What follows belongs to an exercise in optimizing a design on an open flow for small area, a short achievable clock period and few clock cycles; a production flow would make more cautious choices. RTL that was checked went through simulation tests only; none was proved equivalent to the original. Power figures rest on the tool's default switching activity, not on a simulated workload.

==> branch quartz: inputs <==
==> flow/design.v (excerpt) <==
module TopLevel(reset, clock, imem_addr, imem_rdata, dmem_addr, dmem_we, dmem_be, dmem_wdata, dmem_rdata, rf_we, rf_waddr, rf_wdata, halt);
    input clock, reset;
    output [31:0] imem_addr;
    input [31:0] imem_rdata;
    output [31:0] dmem_addr;
    output dmem_we;
    output [3:0] dmem_be;
    output [31:0] dmem_wdata;
    input [31:0] dmem_rdata;
    output rf_we;
    output [4:0] rf_waddr;
    output [31:0] rf_wdata;
    output reg halt;
    reg [31:2] pc;           
    reg [31:0] ir;           
    reg        ir_v;         
    reg [31:0] m_res;        
    reg [3:0]  m_be;
    reg        m_st;
    reg        m_ld;
    reg [2:0]  m_lt;         
    reg        m_we;
    reg [4:0]  m_rd;
    reg [31:0] w_data;
    reg        w_we;
    reg [4:0]  w_rd;
    reg [31:0] hi, lo, md;   
    reg        hi_v, lo_v;   
    reg        hi_neg, lo_neg;   
    assign imem_addr = {pc, 2'b00};
    assign dmem_addr = m_res;
    assign dmem_wdata = md;
    assign dmem_be = m_be;
    assign dmem_we = m_st;
    assign rf_we = w_we;
    assign rf_waddr = w_rd;
    assign rf_wdata = w_data;
    wire [31:2] pc_i;
    wire [31:0] m_res_i, md_i, w_data_i;
    wire [4:0]  w_rd_i;
    wire        w_we_i;
    Iso #(30) iso_pc(pc, pc_i);
    Iso #(32) iso_mres(m_res, m_res_i);
    Iso #(32) iso_md(md, md_i);
    Iso #(32) iso_wdata(w_data, w_data_i);
    Iso #(5)  iso_wrd(w_rd, w_rd_i);
    Iso #(1)  iso_wwe(w_we, w_we_i);
    wire [5:0] op = ir[31:26];
    wire [5:0] fn = ir[5:0];
    wire [4:0] rs = ir[25:21];
    wire [4:0] rt = ir[20:16];
    wire [4:0] rd = ir[15:11];
    wire [4:0] sa = ir[10:6];
    wire rtype    = (op == 6'd0);
    wire i_shift  = rtype & (fn[5:3] == 3'b000);
    wire i_jr     = rtype & (fn[5:1] == 5'b00100);           
    wire i_jalr   = i_jr & fn[0];
    wire i_sys    = rtype & (fn[5:2] == 4'b0011);
    wire i_mf     = rtype & (fn[5:3] == 3'b010) & ~fn[0];    
    wire i_mt     = rtype & (fn[5:3] == 3'b010) & fn[0];     
    wire i_md     = rtype & (fn[5:3] == 3'b011);             
    wire i_ralu   = rtype & fn[5];
    wire i_regimm = (op == 6'd1);
    wire i_j      = (op[5:1] == 5'b00001);                   
    wire i_jal    = i_j & op[0];
  ...
make LEC_CHECK=0 CAP_MARGIN=20 CELL_PAD_IN_SITES_DETAIL_PLACEMENT=1 CELL_PAD_IN_SITES_GLOBAL_PLACEMENT=1 CORE_MARGIN=2 CORE_UTILIZATION=35 CTS_BUF_LIST=sky130_fd_sc_hd__clkbuf_16 CTS_CLUSTER_DIAMETER=100 CTS_CLUSTER_SIZE=22 PLACE_DENSITY=0.45 SLEW_MARGIN=20 SYNTH_HIERARCHICAL=1 finish   # period 115.0 ns
run.sh (not shown) runs the stock make flow with config.mk's settings and CLKGATE_MAP_FILE= SYNTH_SCRIPT=/design/flow/synth_recipe.tcl, a recipe that flattens the netlist after the stock synthesis.
==> branch garnet: changes against branch quartz <==
--- a/flow/design.v
+++ b/flow/design.v
@@ -158,26 +158,18 @@
                     ssize[0] ? (sum[1] ? 4'b1100 : 4'b0011) :
                     (4'b0001 << sum[1:0]);
     wire [31:0] sd = {st_w ? b_rt[31:24] : (st_h ? b_rt[15:8] : b_rt[7:0]),
                       st_w ? b_rt[23:16] : b_rt[7:0],
                       st_b ? b_rt[7:0] : b_rt[15:8],
                       b_rt[7:0]};
-    wire [31:0] w_d;
-    wire l_b = m_ld & ~m_lt[1] & ~m_lt[0];
-    wire l_h = m_ld & ~m_lt[1] & m_lt[0];
-    wire l_w = m_ld & m_lt[1];
-    wire l_s = ~m_lt[2];
-    wire [1:0] la = m_res_i[1:0];
-    wire a00 = ~la[1] & ~la[0], a01 = ~la[1] & la[0], a10 = la[1] & ~la[0], a11 = la[1] & la[0];
-    LoadAlign ldal(dmem_rdata, m_res_i,
-                   l_w | (l_h & ~la[1]) | (l_b & a00), l_b & a01, (l_h & la[1]) | (l_b & a10), l_b & a11,
-                   l_w | (l_h & ~la[1]), l_h & la[1],
-                   l_w, ~m_ld,
-                   l_b & l_s & a00, l_b & l_s & a01, l_b & l_s & a10, l_b & l_s & a11,
-                   l_h & l_s & ~la[1], l_h & l_s & la[1],
-                   w_d);
+    wire [31:0] dw = dmem_rdata;
+    wire [15:0] ld_h = m_res_i[1] ? dw[31:16] : dw[15:0];
+    wire [7:0]  ld_b = m_res_i[0] ? ld_h[15:8] : ld_h[7:0];
+    wire [31:0] ld_val = m_lt[1] ? dw :
+                         m_lt[0] ? {{16{~m_lt[2] & ld_h[15]}}, ld_h} :
+                                   {{24{~m_lt[2] & ld_b[7]}}, ld_b};
     reg        md_step;      
     reg        md_div;       
     reg        md_sgn;       
     reg        md_dneg;      
     reg [4:0]  md_cnt;       
     reg        md_lead;      
@@ -222,14 +214,14 @@
                         md_step <= 1'b0;
                 end else if (skip8) begin
                     md_cnt <= md_cnt + 5'd8;
                 end else if (skip4) begin
                     md_cnt <= md_cnt + 5'd4;
                 end else begin
-                    md_cnt <= md_cnt + 5'd2;
-                    if (md_cnt[4:1] == 4'b1111)
+                    md_cnt <= md_cnt + 5'd1;
+                    if (md_cnt == 5'd31)
                         md_step <= 1'b0;
                     md_lead <= 1'b0;
                 end
             end
             if (x_mthi) begin
                 hi_neg <= 1'b0;
@@ -270,13 +262,13 @@
         end
         m_res <= res_x;
         m_be <= be;
         m_lt <= op[2:0];
         m_rd <= wdest;
         w_rd <= m_rd;
-        w_data <= w_d;
+        w_data <= m_ld ? ld_val : m_res_i;
     end
 endmodule
 module MduPath(hi, lo, md, sum, div, sgn, dneg, mul_last, x_hi, x_lo, mul_s, dst, sk4, sk8, hi_n, lo_n);
     input [31:0] hi, lo, md, sum;
     input div, sgn, dneg, mul_last;
     input x_hi, x_lo;            
@@ -296,46 +288,38 @@
             end
             C_MUX2 my(y_f, y_t, md[i], y1[i]);
         end
     endgenerate
     assign x1[32] = hi[31] & (div | sgn);
     assign y1[32] = div | (lo[0] & sgn & md[31]);
-    FastAdd33 row1(x1, y1, y_f, s1);
-    wire q1 = s1[33];          
-    wire [32:0] x2, y2;
-    wire [33:0] s2;
-    wire [31:0] r1;            
-    wire z_t = div ? dneg : (lo[1] & ~mul_last);
-    wire z_f = div ? ~dneg : (lo[1] & mul_last);
+    Add33 row1(x1, y1, y_f, s1);
+    wire q = s1[33];           
+    wire [32:0] x2 = {sgn & s1[32], s1[32:1]};
+    wire [32:0] y2;
+    wire z_t = lo[1] & ~mul_last;      
+    wire z_f = lo[1] & mul_last;       
     generate
         for (i = 0; i < 32; i = i + 1) begin : R2
-            C_MUX2 mr(x1[i], s1[i], q1, r1[i]);
-            if (i == 0) begin : B0
-                C_MUX2 mx(s1[1], lo[30], div, x2[0]);
-            end else begin : BN
-                C_MUX2 mx(s1[i+1], r1[i-1], div, x2[i]);
-            end
             C_MUX2 my(z_f, z_t, md[i], y2[i]);
         end
     endgenerate
-    assign x2[32] = div ? r1[31] : (sgn & s1[32]);
-    assign y2[32] = div | ((sgn & md[31]) ? z_t : z_f);
-    FastAdd33 row2(x2, y2, z_f, s2);
-    wire q2 = s2[33];
-    wire acc = dst & q2;
-    wire rej = dst & ~q2;
+    assign y2[32] = (sgn & md[31]) ? z_t : z_f;
+    wire [33:0] s2;
+    Add33 row2(x2, y2, z_f, s2);
+    wire acc = dst & q;
+    wire rej = dst & ~q;
     generate
         for (i = 0; i < 32; i = i + 1) begin : H
             wire t0, t1;
-            C_AOI22 g0(mul_s, s2[i+1], acc, s2[i], t0);
-            C_AOI22 g1(rej, x2[i], x_hi, sum[i], t1);
+            C_AOI22 g0(mul_s, s2[i+1], acc, s1[i], t0);
+            C_AOI22 g1(rej, x1[i], x_hi, sum[i], t1);
             C_NAND2 g2(t0, t1, hi_n[i]);
         end
     endgenerate
     wire [31:0] lo_m = {s2[0], s1[0], lo[31:2]};
-    wire [31:0] lo_d = {lo[29:0], q1, q2};
+    wire [31:0] lo_d = {lo[30:0], q};
     wire [31:0] lo_4 = {lo[27:0], 4'b0};
     wire [31:0] lo_8 = {lo[23:0], 8'b0};
     generate
         for (i = 0; i < 32; i = i + 1) begin : L
             wire t0, t1;
             C_AOI222 g0(mul_s, lo_m[i], dst, lo_d[i], x_lo, sum[i], t0);
@@ -345,66 +329,12 @@
             end else begin : Z
                 assign lo_n[i] = ~t0;
             end
         end
     endgenerate
 endmodule
-module FastAdd33(x, y, ci, s);
-    input [32:0] x, y;
-    input ci;
-    output [33:0] s;
-    wire [33:0] c;             
-    assign c[0] = ci;
-    genvar i;
-    generate
-        for (i = 0; i < 33; i = i + 1) begin : BIT
-            wire p;
-            C_XOR2 xp(x[i], y[i], p);
-            if (i % 2 == 0) begin : EVEN
-                C_MUX2I mc(x[i], c[i], p, c[i+1]);     
-                C_XOR2 xs(p, c[i], s[i]);
-            end else begin : ODD
-                wire xn;
-                C_INV ix(x[i], xn);
-                C_MUX2I mc(xn, c[i], p, c[i+1]);       
-                C_XNOR2 xs(p, c[i], s[i]);
-            end
-        end
-    endgenerate
-    assign s[33] = ~c[33];     
-endmodule
-module LoadAlign(dw, res, s0, s1, s2, s3, t0, t2, u0, sr, eb0, eb1, eb2, eb3, eh0, eh1, y);
-    input [31:0] dw, res;
-    input s0, s1, s2, s3, t0, t2, u0, sr, eb0, eb1, eb2, eb3, eh0, eh1;
-    output [31:0] y;
-    wire nb0, nb1, nh0, nh1, ext_b_n, ext_n;
-    C_AOI22 gb0(eb0, dw[7], eb1, dw[15], nb0);
-    C_AOI22 gb1(eb2, dw[23], eb3, dw[31], nb1);
-    assign ext_b_n = nb0 & nb1;
-    C_AOI22 gh0(eb0, dw[7], eb1 | eh0, dw[15], nh0);
-    C_AOI22 gh1(eb2, dw[23], eb3 | eh1, dw[31], nh1);
-    assign ext_n = nh0 & nh1;
-    genvar i;
-    generate
-        for (i = 0; i < 32; i = i + 1) begin : BIT
-            wire n0, n1;
-            if (i < 8) begin : B
-                C_AOI222 g0(s0, dw[i], s1, dw[i+8], s2, dw[i+16], n0);
-                C_AOI22 g1(s3, dw[i+24], sr, res[i], n1);
-                C_NAND2 g2(n0, n1, y[i]);
-            end else if (i < 16) begin : H
-                C_AOI22 g0(t0, dw[i], t2, dw[i+16], n0);
-                C_AOI22 g1(sr, res[i], 1'b0, 1'b0, n1);
-                C_NAND3 g2(n0, n1, ext_b_n, y[i]);
-            end else begin : W
-                C_AOI22 g0(u0, dw[i], sr, res[i], n0);
-                C_NAND2 g2(n0, ext_n, y[i]);
-            end
-        end
-    endgenerate
-endmodule
 module RdPort35(sel, d, y);
     input [34:0] sel;
     input [32*35-1:0] d;
     output [31:0] y;
     genvar k, j;
     generate
@@ -656,11 +586,6 @@
     generate
         for (i = 0; i < W; i = i + 1) begin : BIT
             C_AND2 g(a[i], a[i], y[i]);
         end
     endgenerate
 endmodule
-module C_INV(a, y);
-    input a;
-    output y;
-    assign y = ~a;
-endmodule
CELL_PAD_IN_SITES_DETAIL_PLACEMENT = not set   (was 1)
CELL_PAD_IN_SITES_GLOBAL_PLACEMENT = not set   (was 1)
CTS_BUF_LIST = not set   (was sky130_fd_sc_hd__clkbuf_16)
CTS_CLUSTER_DIAMETER = not set   (was 100)
CTS_CLUSTER_SIZE = not set   (was 22)
==> branch yarrow: changes against branch quartz <==
--- a/flow/design.v
+++ b/flow/design.v
@@ -177,52 +177,62 @@
                    w_d);
     reg        md_step;      
     reg        md_div;       
     reg        md_sgn;       
     reg        md_dneg;      
     reg [4:0]  md_cnt;       
+    reg        md_short;     
+    reg        md_fix;       
     reg        md_lead;      
     assign md_busy = md_step;
-    wire mul_last = md_sgn & (md_cnt[4:1] == 4'b1111);
+    wire mul_end = md_short ? (md_cnt[4:1] == 4'b0111) : (md_cnt[4:1] == 4'b1111);
+    wire mul_last = md_sgn & mul_end;
     wire skip8 = md_div & md_lead & (lo[31:24] == 8'd0) & ~(md_cnt[4] & md_cnt[3]);
     wire skip4 = md_div & md_lead & (lo[31:28] == 4'd0) & ~(md_cnt[4] & md_cnt[3] & md_cnt[2]);
     wire x_md  = go & i_md;
     wire x_div = fn[1];
     wire div0  = (b_rt == 32'd0);
     wire x_start = x_md & ~(x_div & div0);
     wire x_mthi = go & i_mt & ~fn[1];
     wire x_mtlo = go & i_mt & fn[1];
-    wire s_mul = md_step & ~md_div;
+    wire s_mul = md_step & ~md_div & ~md_fix;
+    wire s_fix = md_step & md_fix;
     wire s_sk8 = md_step & skip8;
     wire s_sk4 = md_step & skip4 & ~skip8;
     wire s_div = md_step & md_div & ~skip4 & ~skip8;
     wire [31:0] hi_n, lo_n;
     MduPath mdu(hi, lo, md_i, sum, md_div, md_sgn, md_dneg, mul_last, x_mthi, x_start | x_mtlo,
-                s_mul, s_div, s_sk4, s_sk8, hi_n, lo_n);
+                s_mul, s_div, s_sk4, s_sk8, s_fix, hi_n, lo_n);
     always @(posedge clock) begin
         if (reset) begin
             md_step <= 1'b0;
             hi_v <= 1'b0;
             lo_v <= 1'b0;
         end else begin
             if (x_start) begin
                 md_div <= x_div;
                 md_sgn <= ~x_div & ~fn[0];
                 md_dneg <= x_div & ~fn[0] & b_rt[31];
                 md_cnt <= 5'd0;
+                md_short <= fn[0] ? (a[31:16] == 16'd0) : ((a[31:15] == 17'd0) | (a[31:15] == 17'h1ffff));
+                md_fix <= 1'b0;
                 md_lead <= 1'b1;
                 md_step <= 1'b1;
                 hi_neg <= x_div & ~fn[0] & a[31];
                 lo_neg <= x_div & ~fn[0] & (a[31] ^ b_rt[31]);
                 hi_v <= 1'b1;
                 lo_v <= 1'b1;
             end else if (md_step) begin
-                if (~md_div) begin
+                if (md_fix) begin
+                    md_step <= 1'b0;
+                end else if (~md_div) begin
                     md_cnt <= md_cnt + 5'd2;
-                    if (md_cnt[4:1] == 4'b1111)
-                        md_step <= 1'b0;
+                    if (mul_end) begin
+                        md_fix <= md_short;
+                        md_step <= md_short;
+                    end
                 end else if (skip8) begin
                     md_cnt <= md_cnt + 5'd8;
                 end else if (skip4) begin
                     md_cnt <= md_cnt + 5'd4;
                 end else begin
                     md_cnt <= md_cnt + 5'd2;
@@ -273,107 +283,117 @@
         m_lt <= op[2:0];
         m_rd <= wdest;
         w_rd <= m_rd;
         w_data <= w_d;
     end
 endmodule
-module MduPath(hi, lo, md, sum, div, sgn, dneg, mul_last, x_hi, x_lo, mul_s, dst, sk4, sk8, hi_n, lo_n);
+module MduPath(hi, lo, md, sum, div, sgn, dneg, mul_last, x_hi, x_lo, mul_s, dst, sk4, sk8, fix, hi_n, lo_n);
     input [31:0] hi, lo, md, sum;
     input div, sgn, dneg, mul_last;
     input x_hi, x_lo;            
     input mul_s, dst, sk4, sk8;  
+    input fix;                   
     output [31:0] hi_n, lo_n;
-    wire [32:0] x1, y1;
+    wire [32:0] x1n, y1n;
     wire [33:0] s1;
     wire y_t = div ? dneg : lo[0];     
     wire y_f = div & ~dneg;            
     genvar i;
     generate
         for (i = 0; i < 32; i = i + 1) begin : R1
             if (i == 0) begin : B0
-                C_MUX2 mx(hi[0], lo[31], div, x1[0]);
+                C_MUX2I mx(hi[0], lo[31], div, x1n[0]);
             end else begin : BN
-                C_MUX2 mx(hi[i], hi[i-1], div, x1[i]);
+                C_MUX2I mx(hi[i], hi[i-1], div, x1n[i]);
             end
-            C_MUX2 my(y_f, y_t, md[i], y1[i]);
+            C_MUX2I my(y_f, y_t, md[i], y1n[i]);
         end
     endgenerate
-    assign x1[32] = hi[31] & (div | sgn);
-    assign y1[32] = div | (lo[0] & sgn & md[31]);
-    FastAdd33 row1(x1, y1, y_f, s1);
+    assign x1n[32] = ~(hi[31] & (div | sgn));
+    assign y1n[32] = ~(div | (lo[0] & sgn & md[31]));
+    FastAdd33N row1(x1n, y1n, ~y_f, s1);
     wire q1 = s1[33];          
-    wire [32:0] x2, y2;
-    wire [33:0] s2;
     wire [31:0] r1;            
+    wire [31:0] xd;            
+    wire [32:0] x2n, y2n;
+    wire [33:0] s2;
     wire z_t = div ? dneg : (lo[1] & ~mul_last);
     wire z_f = div ? ~dneg : (lo[1] & mul_last);
     generate
         for (i = 0; i < 32; i = i + 1) begin : R2
-            C_MUX2 mr(x1[i], s1[i], q1, r1[i]);
             if (i == 0) begin : B0
-                C_MUX2 mx(s1[1], lo[30], div, x2[0]);
+                C_MUX2 mr(lo[31], s1[0], q1, r1[0]);
+                assign xd[0] = lo[30];
             end else begin : BN
-                C_MUX2 mx(s1[i+1], r1[i-1], div, x2[i]);
+                C_MUX2 mr(hi[i-1], s1[i], q1, r1[i]);
+                assign xd[i] = r1[i-1];
             end
-            C_MUX2 my(z_f, z_t, md[i], y2[i]);
+            C_MUX2I mx(s1[i+1], xd[i], div, x2n[i]);
+            C_MUX2I my(z_f, z_t, md[i], y2n[i]);
         end
     endgenerate
-    assign x2[32] = div ? r1[31] : (sgn & s1[32]);
-    assign y2[32] = div | ((sgn & md[31]) ? z_t : z_f);
-    FastAdd33 row2(x2, y2, z_f, s2);
+    assign x2n[32] = ~(div ? r1[31] : (sgn & s1[32]));
+    assign y2n[32] = ~(div | ((sgn & md[31]) ? z_t : z_f));
+    FastAdd33N row2(x2n, y2n, ~z_f, s2);
     wire q2 = s2[33];
+    wire [31:0] hi16 = {{16{sgn & hi[31]}}, hi[31:16]};
+    wire [31:0] lo16 = {hi[15:0], lo[31:16]};
     wire acc = dst & q2;
     wire rej = dst & ~q2;
     generate
         for (i = 0; i < 32; i = i + 1) begin : H
             wire t0, t1;
-            C_AOI22 g0(mul_s, s2[i+1], acc, s2[i], t0);
-            C_AOI22 g1(rej, x2[i], x_hi, sum[i], t1);
+            C_AOI222 g0(mul_s, s2[i+1], acc, s2[i], rej, xd[i], t0);
+            C_AOI22 g1(x_hi, sum[i], fix, hi16[i], t1);
             C_NAND2 g2(t0, t1, hi_n[i]);
         end
     endgenerate
     wire [31:0] lo_m = {s2[0], s1[0], lo[31:2]};
     wire [31:0] lo_d = {lo[29:0], q1, q2};
-    wire [31:0] lo_4 = {lo[27:0], 4'b0};
-    wire [31:0] lo_8 = {lo[23:0], 8'b0};
     generate
         for (i = 0; i < 32; i = i + 1) begin : L
-            wire t0, t1;
+            wire t0, t1, t2;
             C_AOI222 g0(mul_s, lo_m[i], dst, lo_d[i], x_lo, sum[i], t0);
-            if (i >= 4) begin : S
-                C_AOI22 g1(sk4, lo_4[i], sk8, lo_8[i], t1);
-                C_NAND2 g2(t0, t1, lo_n[i]);
+            wire t3;
+            C_NAND2 g4(fix, lo16[i], t3);
+            if (i >= 8) begin : S8
+                C_NAND2 g1(sk4, lo[i-4], t1);
+                C_NAND2 g2(sk8, lo[i-8], t2);
+                C_NAND4 g3(t0, t1, t2, t3, lo_n[i]);
+            end else if (i >= 4) begin : S4
+                C_NAND2 g1(sk4, lo[i-4], t1);
+                C_NAND3 g3(t0, t1, t3, lo_n[i]);
             end else begin : Z
-                assign lo_n[i] = ~t0;
+                C_NAND2 g3(t0, t3, lo_n[i]);
             end
         end
     endgenerate
 endmodule
-module FastAdd33(x, y, ci, s);
+module FastAdd33N(x, y, ci, s);
     input [32:0] x, y;
     input ci;
     output [33:0] s;
     wire [33:0] c;             
     assign c[0] = ci;
     genvar i;
     generate
         for (i = 0; i < 33; i = i + 1) begin : BIT
             wire p;
             C_XOR2 xp(x[i], y[i], p);
             if (i % 2 == 0) begin : EVEN
                 C_MUX2I mc(x[i], c[i], p, c[i+1]);     
-                C_XOR2 xs(p, c[i], s[i]);
+                C_XNOR2 xs(p, c[i], s[i]);
             end else begin : ODD
                 wire xn;
                 C_INV ix(x[i], xn);
                 C_MUX2I mc(xn, c[i], p, c[i+1]);       
-                C_XNOR2 xs(p, c[i], s[i]);
+                C_XOR2 xs(p, c[i], s[i]);
             end
         end
     endgenerate
-    assign s[33] = ~c[33];     
+    assign s[33] = c[33];      
 endmodule
 module LoadAlign(dw, res, s0, s1, s2, s3, t0, t2, u0, sr, eb0, eb1, eb2, eb3, eh0, eh1, y);
     input [31:0] dw, res;
     input s0, s1, s2, s3, t0, t2, u0, sr, eb0, eb1, eb2, eb3, eh0, eh1;
     output [31:0] y;
     wire nb0, nb1, nh0, nh1, ext_b_n, ext_n;
==> run summary <==
- Branch garnet ran to the end with no violations. Branch quartz finished clean. Branch yarrow passed the timing, DRC and antenna checks.
- Of branch quartz and branch yarrow, branch quartz has the higher synthesized area (gap about 0.5%, measured against branch yarrow).
- The lowest clock-buffer cell count belongs to branch yarrow, the highest to branch garnet.
- Critical path depth is the same in branch garnet and branch yarrow.
- Worst setup slack: branch quartz is higher than branch yarrow (29 ps).
- Between branch garnet and branch yarrow, the lower synthesized cell count is in branch garnet (gap about 4.4%, measured against branch yarrow).
- In branch quartz the global-route usage is lower than in branch yarrow, by 0.47 points.
- The highest die area belongs to branch quartz, the lowest to branch garnet.
- Routed wire length, highest first: branch yarrow, branch quartz, branch garnet.
==> figures <==
                                                                                     branch garnet   branch yarrow   branch quartz
Fraction of area in registers                                                                49.3%           50.3%           50.3%
Clock network fraction of total power                                                        38.1%           27.2%           24.9%
Most used standard cell by instance count after synthesis                                        -        edfxtp_1        edfxtp_1
Run status                                                                          finished clean  finished clean  finished clean
Clock latency reported for the late side of the worst-skew pair                             810 ps          740 ps          780 ps
M2 GR Usage                                                                                  47.5%           54.2%           52.8%
Buffering overhead                                                                           5.48%           6.05%           5.53%
Combinational fraction of design power                                                       18.7%           23.1%           29.3%
Die area                                                                                180000 um2      182000 um2      183000 um2
Number of distinct library cell variants in the gate-level netlist after synthesis               -              77              74
IR Drop Worst-Case VDD                                                                 0.0000159 V     0.0000116 V     0.0000106 V
Syn avg cell area                                                                         14.5 um2        14.0 um2        14.3 um2
Critical hold path startpoint                                                              m_rd[3]         m_rd[3]         m_rd[2]
CP Capture Point                                                                      rf_wdata[13]    rf_wdata[22]    rf_wdata[31]
Sequential fraction of design power                                                          43.1%           49.7%           45.8%
Reg2Reg Depth                                                                                   47              77              79
FF+latch count, synth                                                                            -            1252            1250
Testbench counts of branch quartz, summed over its fixed seeds: cycles 1,358,024.
Testbench counts of branch yarrow, summed over its fixed seeds: cycles 1,329,352.
The RTL of branch garnet was laid out without a check of its function.

## port drivers added, routing unchanged
In the flow no input, the clock included, has a driving cell. The finished layouts below were timed again as built, in two steps.
Step 1: set_driving_cell puts a clkbuf_16 on clock and a buf_2 on each other input, an assumption about the parent block.
Step 2 moves the port delays by t, midway between the first and last clock arrival at a register: inputs arrive t later, outputs are due t later. That takes back most of the time a late clock gives input paths.
a / b / c = ideal / step 1 / step 2; a / b = the first two.
run | shift t [ns] | setup WS [ns] | worst setup path at the end | clock arrival spread, ns
branch quartz | 0.824 | 90.047 / 89.966 / 89.732 | input to register | 0.077 / 0.077
branch garnet | 0.873 | 89.712 / 89.627 / 89.858 | input to register | 0.039 / 0.040
branch yarrow | 0.808 | 90.018 / 89.929 / 90.058 | input to register | 0.042 / 0.042
After both steps every run listed still meets setup and hold. For branch quartz, which loses most, drivers alone change the setup slack by -0.081 ns; drivers and shift together by -0.315 ns.
